From an optimization exercise on the open Yosys and OpenROAD flow, aimed at small area, a short achievable clock period and few clock cycles; shortcuts taken in it are not production practice. At most, simulation tests tie the RTL to the original design; equivalence was not proved. No activity file was given, so power comes from the tool's default toggle rates.

## job 8083
==> flow/design.v <==
`timescale 1ns / 1ps
module process(
	input clk,
	input rst,
	input [23:0] in_pix,
	output reg [5:0] row, col,
	output reg out_we,
	output reg [23:0] out_pix,
	output reg mirror_done,
	output reg gray_done,
	output reg filter_done);
localparam PM = 2'd0, PG = 2'd1, PF = 2'd2;
reg [1:0]  phase, nphase;
reg [1:0]  sub, nsub;
reg [12:0] cnt, ncnt;
wire [6:0]  s = cnt[12:6];
wire [5:0]  i = cnt[5:0];
wire [12:0] cinc = cnt + 13'd1;
wire        last11 = (cnt[10:0] == 11'd2047);
wire        dirA  = cnt[6] ^ cnt[12];
wire [5:0]  a_row = cnt[11:6] ^ {6{cnt[12]}};
wire [5:0]  a_col = cnt[5:0] ^ {6{dirA}};
wire [13:0] wpx   = {1'b0, cnt} - 14'd66;
wire [5:0]  w_row = wpx[11:6];
wire [5:0]  w_col = wpx[5:0] ^ {6{~wpx[6]}};
wire        w_ok  = (wpx[13:12] == 2'b00);
reg [5:0] nrow, ncol;
reg nwe, nmd, ngd, nfd;
reg f_i0, f_s0, f_ra;
reg nf_i0, nf_s0, nf_ra;
reg f_byp, nf_byp;
always @(*) begin
	nphase = phase; nsub = sub; ncnt = cnt;
	nrow = a_row; ncol = a_col;
	nwe = 1'b0; nmd = 1'b0; ngd = 1'b0; nfd = 1'b0;
	nf_i0 = f_i0; nf_s0 = f_s0; nf_ra = f_ra; nf_byp = 1'b0;
	case (phase)
	PM: begin
		nrow = {sub == 2'd0, cnt[10:6] ^ {5{sub == 2'd0}}};
		ncol = cnt[5:0];
		nwe = (sub != 2'd2);
		nsub = (sub == 2'd2) ? 2'd0 : sub + 2'd1;
		if (sub == 2'd1) begin nmd = last11; ncnt = cinc; end
		if (sub == 2'd2 && cnt[11]) begin nphase = PG; ncnt = 13'd0; end
	end
	PG: begin
		nrow = cnt[10:5];
		ncol = {cnt[4:0], ~sub[0]};
		nwe = sub[0] ^ sub[1];
		nsub = sub + 2'd1;
		if (sub == 2'd2) begin ngd = last11; ncnt = cinc; end
		if (sub == 2'd3 && cnt[11]) begin
			nphase = PF; ncnt = 13'd0;
			nf_i0 = 1'b1; nf_s0 = 1'b1; nf_ra = 1'b1;
		end
	end
	default: begin
		case (sub)
		2'd0: begin
			nsub = 2'd1; ncnt = cinc; nf_byp = f_i0;
			nrow = w_row; ncol = w_col; nwe = w_ok;
			nfd = (cnt == 13'd4161);
		end
		2'd1: begin
			if (cnt == 13'd4162) begin
				nphase = PM; nsub = 2'd0; ncnt = 13'd0; nrow = 6'd0; ncol = 6'd0;
			end else if (i == 6'd2 && s != 7'd0 && !(cnt[12] && cnt[11:6] != 6'd0)) begin
				nsub = 2'd2; ncol = {6{dirA}};
			end else begin
				nsub = 2'd0;
				nwe = ~cnt[12] | (cnt == 13'd4096);
				nf_i0 = (i == 6'd0); nf_s0 = (cnt <= 13'd64); nf_ra = ~cnt[12];
			end
		end
		default: begin
			nsub = 2'd0;
			nwe = ~cnt[12];
			nf_i0 = 1'b0; nf_s0 = 1'b0; nf_ra = ~cnt[12];
		end
		endcase
	end
	endcase
end
always @(posedge clk) begin
	if (rst) begin
		phase <= PM; sub <= 2'd0; cnt <= 13'd0;
		f_i0 <= 1'b1; f_s0 <= 1'b1; f_ra <= 1'b1; f_byp <= 1'b0;
		row <= 6'd0; col <= 6'd0; out_we <= 1'b0;
		mirror_done <= 1'b0; gray_done <= 1'b0; filter_done <= 1'b0;
	end else begin
		phase <= nphase; sub <= nsub; cnt <= ncnt;
		f_i0 <= nf_i0; f_s0 <= nf_s0; f_ra <= nf_ra; f_byp <= nf_byp;
		row <= nrow; col <= ncol; out_we <= nwe;
		mirror_done <= nmd; gray_done <= ngd; filter_done <= nfd;
	end
end
reg [23:0] P;
reg [7:0]  G0, G1;
reg [8:0]  E;
reg signed [12:0] K;
reg [9:0]  J;
reg mxr, mxg, mxb, mnr, mng, mnb;
wire [7:0] pr = P[23:16], pg = P[15:8], pb = P[7:0];
wire [7:0] pmax = ({8{mxr}} & pr) | ({8{mxg}} & pg) | ({8{mxb}} & pb);
wire [7:0] pmin = ({8{mnr}} & pr) | ({8{mng}} & pg) | ({8{mnb}} & pb);
wire [8:0] gsum = {1'b0, pmax} + {1'b0, pmin};
function gt8(input [7:0] x, input [7:0] y);
	reg [7:0] gg, ee;
	reg [3:0] g1, e1;
	reg [1:0] g2, e2;
	integer k;
	begin
		gg = x & ~y;
		ee = ~(x ^ y);
		for (k = 0; k < 4; k = k + 1) begin
			g1[k] = gg[2*k+1] | (ee[2*k+1] & gg[2*k]);
			e1[k] = ee[2*k+1] & ee[2*k];
		end
		for (k = 0; k < 2; k = k + 1) begin
			g2[k] = g1[2*k+1] | (e1[2*k+1] & g1[2*k]);
			e2[k] = e1[2*k+1] & e1[2*k];
		end
		gt8 = g2[1] | (e2[1] & g2[0]);
	end
endfunction
wire irg = gt8(in_pix[23:16], in_pix[15:8]);
wire irb = gt8(in_pix[23:16], in_pix[7:0]);
wire igb = gt8(in_pix[15:8], in_pix[7:0]);
wire signed [12:0] pT = P[22:10];
wire [9:0] pH = P[9:0];
wire first = f_i0;
wire [9:0] Jn = pT[12] ? 10'd0 : (|pT[11:10]) ? 10'h3ff : pT[9:0];
wire [10:0] Dn = {1'b0, J} - {1'b0, out_pix[9:0]};
wire [7:0] Dcl = Dn[10] ? 8'd0 : (|Dn[9:8]) ? 8'd255 : Dn[7:0];
wire [7:0] g0b = first ? 8'd0 : G0;
wire [9:0] Hn = {1'b0, E} + {2'b0, g0b};
wire signed [12:0] Tn = K - $signed({5'b0, g0b});
wire fA = (phase == PF) && (sub == 2'd0);
always @(posedge clk) begin
	P <= f_byp ? {1'b0, Tn, Hn} : in_pix;
	mxr <= irg & irb;
	mxg <= ~(irg & irb) & igb;
	mxb <= ~(irg & irb) & ~igb;
	mnb <= irb & igb;
	mng <= ~(irb & igb) & irg;
	mnr <= ~(irb & igb) & ~irg;
	E <= {1'b0, G0} + {1'b0, G1};
	K <= fA ? K - $signed({3'b0, f_s0 ? 10'd0 : pH})
	        : $signed({2'b0, G0, 3'b000}) + $signed({5'b0, G0}) - $signed({5'b0, G1});
end
always @(posedge clk) begin
	case (phase)
	PM: out_pix <= in_pix;
	PG: out_pix <= {8'd0, gsum[8:1], 8'd0};
	default: begin
		case (sub)
		2'd0: begin
			out_pix <= {8'd0, Dcl, 8'd0};
			J <= Jn;
			G1 <= first ? 8'd0 : G0;
			G0 <= f_ra ? in_pix[15:8] : 8'd0;
		end
		2'd1: out_pix <= {1'b0, Tn, Hn};
		default: ;
		endcase
	end
	endcase
end
endmodule
export LEC_CHECK = 0
export ABC_AREA = 1
export CAP_MARGIN = 20
export CORE_MARGIN = 2
export CORE_UTILIZATION = 45
export PLACE_DENSITY = 0.6
export SETUP_SLACK_MARGIN = 4.5
export SLEW_MARGIN = 20
create_clock -name core_clock -period 7.0 [get_ports {clk}]
standard.sh (not shown) runs the stock make flow with config.mk's settings and CLKGATE_MAP_FILE= SYNTH_SCRIPT=/design/flow/synth_recipe.tcl, a recipe that flattens the netlist after the stock synthesis.
==> flow/flow/run.sh <==
#!/bin/bash
# The standard layout (the standard.sh, standard synthesis unchanged),
# except that the port buffers are sky130_fd_sc_hd__buf_2 cells.
# make's full output goes to make.log in the work folder; ORFS keeps each
# step's own log under orfs/logs.
set -euo pipefail
bash standard.sh "BUFFER_PORTS_ARGS=-buffer_cell sky130_fd_sc_hd__buf_2" finish > make.log 2>&1
Job 8083: no failed stages, no open violations at the end
#### Input delta (job 6792 over job 8083)
diff --git a/flow/design.v b/flow/design.v
--- a/flow/design.v
+++ b/flow/design.v
@@ -100,8 +100,8 @@
 reg signed [12:0] K;
 reg [9:0]  J;
-reg mxr, mxg, mxb, mnr, mng, mnb;
+reg rg, rb, gb;
 wire [7:0] pr = P[23:16], pg = P[15:8], pb = P[7:0];
-wire [7:0] pmax = ({8{mxr}} & pr) | ({8{mxg}} & pg) | ({8{mxb}} & pb);
-wire [7:0] pmin = ({8{mnr}} & pr) | ({8{mng}} & pg) | ({8{mnb}} & pb);
+wire [7:0] pmax = (rg & rb) ? pr : gb ? pg : pb;
+wire [7:0] pmin = (rb & gb) ? pb : rg ? pg : pr;
 wire [8:0] gsum = {1'b0, pmax} + {1'b0, pmin};
 function gt8(input [7:0] x, input [7:0] y);
@@ -133,16 +133,14 @@
 wire [10:0] Dn = {1'b0, J} - {1'b0, out_pix[9:0]};
 wire [7:0] Dcl = Dn[10] ? 8'd0 : (|Dn[9:8]) ? 8'd255 : Dn[7:0];
-wire [7:0] g0b = first ? 8'd0 : G0;
-wire [9:0] Hn = {1'b0, E} + {2'b0, g0b};
-wire signed [12:0] Tn = K - $signed({5'b0, g0b});
+wire [9:0] Hs = {1'b0, E} + {2'b0, G0};
+wire signed [12:0] Ts = K - $signed({5'b0, G0});
+wire [9:0] Hn = first ? {1'b0, E} : Hs;
+wire signed [12:0] Tn = first ? K : Ts;
 wire fA = (phase == PF) && (sub == 2'd0);
 always @(posedge clk) begin
 	P <= f_byp ? {1'b0, Tn, Hn} : in_pix;
-	mxr <= irg & irb;
-	mxg <= ~(irg & irb) & igb;
-	mxb <= ~(irg & irb) & ~igb;
-	mnb <= irb & igb;
-	mng <= ~(irb & igb) & irg;
-	mnr <= ~(irb & igb) & ~irg;
+	rg <= irg;
+	rb <= irb;
+	gb <= igb;
 	E <= {1'b0, G0} + {1'b0, G1};
 	K <= fA ? K - $signed({3'b0, f_s0 ? 10'd0 : pH})
--- outcome ---
- Job 8083 has higher final critical-path required period than job 6792.
- Job 6792 against job 8083: slack of the critical path went up; initial antenna violation count went up; register clock-pin slew on the reported worst setup and hold paths did not really move.
- Power of the combinational group: job 6792 vs job 8083 — no meaningful difference
- Relative to job 8083, the power measured on job 6792 has decreased by a few percent.
- Against job 8083 as the reference, job 6792 delivers a lower sequential power.
- Comparing via count of the first global-routing pass for job 8083 and job 6792, the smaller number came from job 8083.
- Cell area | job 6792 vs job 8083 | job 6792 larger
- Job 6792 | stages: all done | timing, DRC, antenna: all pass
- In the metrics for job 8083 and job 6792, the one carrying the higher clock network area share is job 8083.
No functional check of the RTL was part of any run of this note.

---

== run a ==
Another version of the RTL of process (not shown whole).
For scale: roughly 1200 cells after synthesis, roughly 140 flip-flops.
==> module process, before the edit <==
module process(
	input clk,
	input rst,
	input [23:0] in_pix,
	output reg [5:0] row, col,
	output reg out_we,
	output reg [23:0] out_pix,
	output reg mirror_done,
	output reg gray_done,
	output reg filter_done);
localparam PM = 2'd0, PG = 2'd1, PF = 2'd2;
reg [1:0]  phase, nphase;
reg [1:0]  sub, nsub;
reg [12:0] cnt, ncnt;
wire [6:0]  s = cnt[12:6];
wire [5:0]  i = cnt[5:0];
wire [12:0] cinc = cnt + 13'd1;
wire [12:0] wpos = cnt - 13'd66;
wire        last11 = (cnt[10:0] == 11'd2047);
reg [5:0] nrow, ncol;
reg nwe, nmd, ngd, nfd;
reg f_i0, f_s0, f_ra;
reg nf_i0, nf_s0, nf_ra;
always @(*) begin
	nphase = phase; nsub = sub; ncnt = cnt;
	nrow = row; ncol = col;
	nwe = 1'b0; nmd = 1'b0; ngd = 1'b0; nfd = 1'b0;
	nf_i0 = f_i0; nf_s0 = f_s0; nf_ra = f_ra;
	case (phase)
	PM: begin
		case (sub)
		2'd0: begin
			nsub = 2'd1; nrow = ~{1'b0, cnt[10:6]}; ncol = cnt[5:0]; nwe = 1'b1;
		end
		2'd1: begin
			nsub = 2'd2; nrow = {1'b0, cnt[10:6]}; ncol = cnt[5:0]; nwe = 1'b1;
			nmd = last11; ncnt = cinc;
		end
		default: begin
			nsub = 2'd0;
			if (cnt[11]) begin
				nphase = PG; ncnt = 13'd0; nrow = 6'd0; ncol = 6'd0;
			end else begin
				nrow = {1'b0, cnt[10:6]}; ncol = cnt[5:0];
			end
		end
		endcase
	end
	PG: begin
		nsub = sub + 2'd1;
		case (sub)
		2'd0: begin nrow = cnt[10:5]; ncol = {cnt[4:0], 1'b1}; end
		2'd1: begin ncol = {cnt[4:0], 1'b0}; nwe = 1'b1; end
		2'd2: begin ncol = {cnt[4:0], 1'b1}; nwe = 1'b1; ngd = last11; ncnt = cinc; end
		default: begin
			if (cnt[11]) begin
				nphase = PF; ncnt = 13'd0; nrow = 6'd0; ncol = 6'd0; nwe = 1'b1;
				nf_i0 = 1'b1; nf_s0 = 1'b1; nf_ra = 1'b1;
			end else begin
				nrow = cnt[10:5]; ncol = {cnt[4:0], 1'b0};
			end
		end
		endcase
	end
	default: begin
		case (sub)
		2'd0: begin
			nsub = 2'd1; ncnt = cinc;
			nrow = wpos[11:6];
			ncol = wpos[6] ? wpos[5:0] : ~wpos[5:0];
			nwe = (cnt >= 13'd66) && (cnt <= 13'd4161);
			nfd = (cnt == 13'd4161);
		end
		2'd1: begin
			if (cnt == 13'd4162) begin
				nphase = PM; nsub = 2'd0; ncnt = 13'd0; nrow = 6'd0; ncol = 6'd0;
			end else if (i == 6'd2 && s != 7'd0 && s <= 7'd64) begin
				nsub = 2'd2;
				if (s == 7'd64) begin nrow = 6'd63; ncol = 6'd63; end
				else begin nrow = s[5:0]; ncol = {6{s[0]}}; end
			end else begin
				nsub = 2'd0;
				if (s <= 7'd63) begin
					nrow = s[5:0]; ncol = s[0] ? ~i : i; nwe = 1'b1;
				end else if (s == 7'd64 && i == 6'd0) begin
					nrow = 6'd63; ncol = 6'd63; nwe = 1'b1;
				end
				nf_i0 = (i == 6'd0); nf_s0 = (s == 7'd0); nf_ra = ~cnt[12];
			end
		end
		default: begin
			nsub = 2'd0;
			nrow = s[5:0]; ncol = s[0] ? ~i : i;
			nwe = (s <= 7'd63);
			nf_i0 = 1'b0; nf_s0 = 1'b0; nf_ra = ~cnt[12];
		end
		endcase
	end
	endcase
end
always @(posedge clk) begin
	if (rst) begin
		phase <= PM; sub <= 2'd0; cnt <= 13'd0;
		f_i0 <= 1'b1; f_s0 <= 1'b1; f_ra <= 1'b1;
		row <= 6'd0; col <= 6'd0; out_we <= 1'b0;
		mirror_done <= 1'b0; gray_done <= 1'b0; filter_done <= 1'b0;
	end else begin
		phase <= nphase; sub <= nsub; cnt <= ncnt;
		f_i0 <= nf_i0; f_s0 <= nf_s0; f_ra <= nf_ra;
		row <= nrow; col <= ncol; out_we <= nwe;
		mirror_done <= nmd; gray_done <= ngd; filter_done <= nfd;
	end
end
reg [23:0] P;
reg [7:0]  G0, G1;
reg [8:0]  E;
reg signed [12:0] K, J;
reg rg, rb, gb;
wire [7:0] pr = P[23:16], pg = P[15:8], pb = P[7:0];
wire [7:0] pmax = rg ? (rb ? pr : pb) : (gb ? pg : pb);
wire [7:0] pmin = rg ? (gb ? pb : pg) : (rb ? pb : pr);
wire [8:0] gsum = {1'b0, pmax} + {1'b0, pmin};
wire signed [12:0] pT = P[22:10];
wire [9:0] pH = P[9:0];
wire first = f_i0;
wire signed [12:0] Dn = J - $signed({3'b0, out_pix[9:0]});
wire [7:0] Dcl = Dn[12] ? 8'd0 : (|Dn[11:8]) ? 8'd255 : Dn[7:0];
wire [7:0] g0b = first ? 8'd0 : G0;
wire [9:0] Hn = {1'b0, E} + {2'b0, g0b};
wire signed [12:0] Tn = K - $signed({5'b0, g0b});
wire fA = (phase == PF) && (sub == 2'd0);
wire fB = (phase == PF) && (sub == 2'd1);
always @(posedge clk) begin
	P <= !fB ? in_pix : f_s0 ? 24'd0 : first ? {1'b0, Tn, Hn} : in_pix;
	rg <= in_pix[23:16] > in_pix[15:8];
	rb <= in_pix[23:16] > in_pix[7:0];
	gb <= in_pix[15:8] > in_pix[7:0];
	E <= {1'b0, G0} + {1'b0, G1};
	K <= fA ? K - $signed({3'b0, pH})
	        : $signed({2'b0, G0, 3'b000}) + $signed({5'b0, G0}) - $signed({5'b0, G1});
end
always @(posedge clk) begin
	case (phase)
	PM: out_pix <= in_pix;
	PG: out_pix <= {8'd0, gsum[8:1], 8'd0};
	default: begin
		case (sub)
		2'd0: begin
			out_pix <= {8'd0, Dcl, 8'd0};
			J <= pT;
			G1 <= first ? 8'd0 : G0;
			G0 <= f_ra ? in_pix[15:8] : 8'd0;
		end
		2'd1: out_pix <= {1'b0, Tn, Hn};
		default: ;
		endcase
	end
	endcase
end
endmodule
clock: 7.0 ns
lec_check: 0
cap_margin: 20
core_margin: 2
core_utilization: 45
place_density: 0.6
slew_margin: 20
run.sh (not shown) runs the stock make flow with config.mk's settings and CLKGATE_MAP_FILE= SYNTH_SCRIPT=/design/flow/synth_recipe.tcl, a recipe that flattens the netlist after the stock synthesis.
Stock flow here: none of the scripts above is used.
Run a was carried through to the last stage, and its layout satisfied the timing, design-rule and antenna checks.
Setup changes, run a to run b
diff --git a/flow/design.v b/flow/design.v
--- a/flow/design.v
+++ b/flow/design.v
@@ -22,11 +22,12 @@
 reg nwe, nmd, ngd, nfd;
 reg f_i0, f_s0, f_ra;
 reg nf_i0, nf_s0, nf_ra;
+reg f_byp, nf_byp;
 always @(*) begin
 	nphase = phase; nsub = sub; ncnt = cnt;
 	nrow = row; ncol = col;
 	nwe = 1'b0; nmd = 1'b0; ngd = 1'b0; nfd = 1'b0;
-	nf_i0 = f_i0; nf_s0 = f_s0; nf_ra = f_ra;
+	nf_i0 = f_i0; nf_s0 = f_s0; nf_ra = f_ra; nf_byp = 1'b0;
 	case (phase)
 	PM: begin
 		case (sub)
@@ -66,7 +67,7 @@
 	default: begin
 		case (sub)
 		2'd0: begin
-			nsub = 2'd1; ncnt = cinc;
+			nsub = 2'd1; ncnt = cinc; nf_byp = f_i0;
 			nrow = wpos[11:6];
 			ncol = wpos[6] ? wpos[5:0] : ~wpos[5:0];
 			nwe = (cnt >= 13'd66) && (cnt <= 13'd4161);
@@ -86,7 +87,7 @@
 				end else if (s == 7'd64 && i == 6'd0) begin
 					nrow = 6'd63; ncol = 6'd63; nwe = 1'b1;
 				end
-				nf_i0 = (i == 6'd0); nf_s0 = (s == 7'd0); nf_ra = ~cnt[12];
+				nf_i0 = (i == 6'd0); nf_s0 = (cnt <= 13'd64); nf_ra = ~cnt[12];
 			end
 		end
 		default: begin
@@ -102,12 +103,12 @@
 always @(posedge clk) begin
 	if (rst) begin
 		phase <= PM; sub <= 2'd0; cnt <= 13'd0;
-		f_i0 <= 1'b1; f_s0 <= 1'b1; f_ra <= 1'b1;
+		f_i0 <= 1'b1; f_s0 <= 1'b1; f_ra <= 1'b1; f_byp <= 1'b0;
 		row <= 6'd0; col <= 6'd0; out_we <= 1'b0;
 		mirror_done <= 1'b0; gray_done <= 1'b0; filter_done <= 1'b0;
 	end else begin
 		phase <= nphase; sub <= nsub; cnt <= ncnt;
-		f_i0 <= nf_i0; f_s0 <= nf_s0; f_ra <= nf_ra;
+		f_i0 <= nf_i0; f_s0 <= nf_s0; f_ra <= nf_ra; f_byp <= nf_byp;
 		row <= nrow; col <= ncol; out_we <= nwe;
 		mirror_done <= nmd; gray_done <= ngd; filter_done <= nfd;
 	end
@@ -126,18 +127,19 @@
 wire first = f_i0;
 wire signed [12:0] Dn = J - $signed({3'b0, out_pix[9:0]});
 wire [7:0] Dcl = Dn[12] ? 8'd0 : (|Dn[11:8]) ? 8'd255 : Dn[7:0];
-wire [7:0] g0b = first ? 8'd0 : G0;
-wire [9:0] Hn = {1'b0, E} + {2'b0, g0b};
-wire signed [12:0] Tn = K - $signed({5'b0, g0b});
+wire [9:0] Hs = {1'b0, E} + {2'b0, G0};
+wire signed [12:0] Ts = K - $signed({5'b0, G0});
+wire [9:0] Hn = first ? {1'b0, E} : Hs;
+wire signed [12:0] Tn = first ? K : Ts;
 wire fA = (phase == PF) && (sub == 2'd0);
 wire fB = (phase == PF) && (sub == 2'd1);
 always @(posedge clk) begin
-	P <= !fB ? in_pix : f_s0 ? 24'd0 : first ? {1'b0, Tn, Hn} : in_pix;
+	P <= f_byp ? {1'b0, Tn, Hn} : in_pix;
 	rg <= in_pix[23:16] > in_pix[15:8];
 	rb <= in_pix[23:16] > in_pix[7:0];
 	gb <= in_pix[15:8] > in_pix[7:0];
 	E <= {1'b0, G0} + {1'b0, G1};
-	K <= fA ? K - $signed({3'b0, pH})
+	K <= fA ? K - $signed({3'b0, f_s0 ? 10'd0 : pH})
 	        : $signed({2'b0, G0, 3'b000}) + $signed({5'b0, G0}) - $signed({5'b0, G1});
 end
 always @(posedge clk) begin
==> comparison <==
- Run b was carried through to the last stage, and its layout satisfied the timing, design-rule and antenna checks.
- Post-cts repair resize count came out exactly the same in run b and run a.
- [compare] base=run a new=run b: total vias in the final route shrank by 442, global-route usage shrank by 1.4 points, cell area shrank by 190 um2, area growth from synthesis to final layout shrank by 0.40 points, worst setup slack shrank by 21 ps.
Testbench counts of run b, summed over its fixed seeds: cycles 363,584.
For run a, only the layout was checked, not whether the RTL still works.

what the ideal ports hide:
The results above use ideal ports. As a check the final layouts listed here were re-extracted and re-timed, cells and wires unchanged.
Step 1 sets driving cells, clkbuf_16 on the clock port and buf_2 on the other inputs (assumed; they add their load-dependent delay and slew).
Step 2, shift: input delay + t, output delay - t, t = (earliest + latest rising clock arrival at the registers) / 2. This alone moves slack from input paths to output paths.
a / b / c = no drivers / after step 1 / after step 2; a / b = the first two.
run	t (ns)	setup slack, ns	clock arrival spread, ns	worst data-port slew with drivers (ns)	pins driven straight from the clock port
job 8083	0.474	4.537 / 4.489 / 4.251	0.013 / 0.013	0.04	1
job 6792	0.472	4.565 / 4.519 / 4.358	0.016 / 0.016	0.08	1
run a	0.479	3.520 / 3.520 / 3.520	0.014 / 0.014	0.04	1
run b	0.476	3.499 / 3.499 / 3.499	0.011 / 0.011	0.04	1
After both steps setup and hold are still met in every run listed. The setup slack of job 8083, which loses most, moves by -0.048 ns with the drivers and by -0.286 ns with both steps.
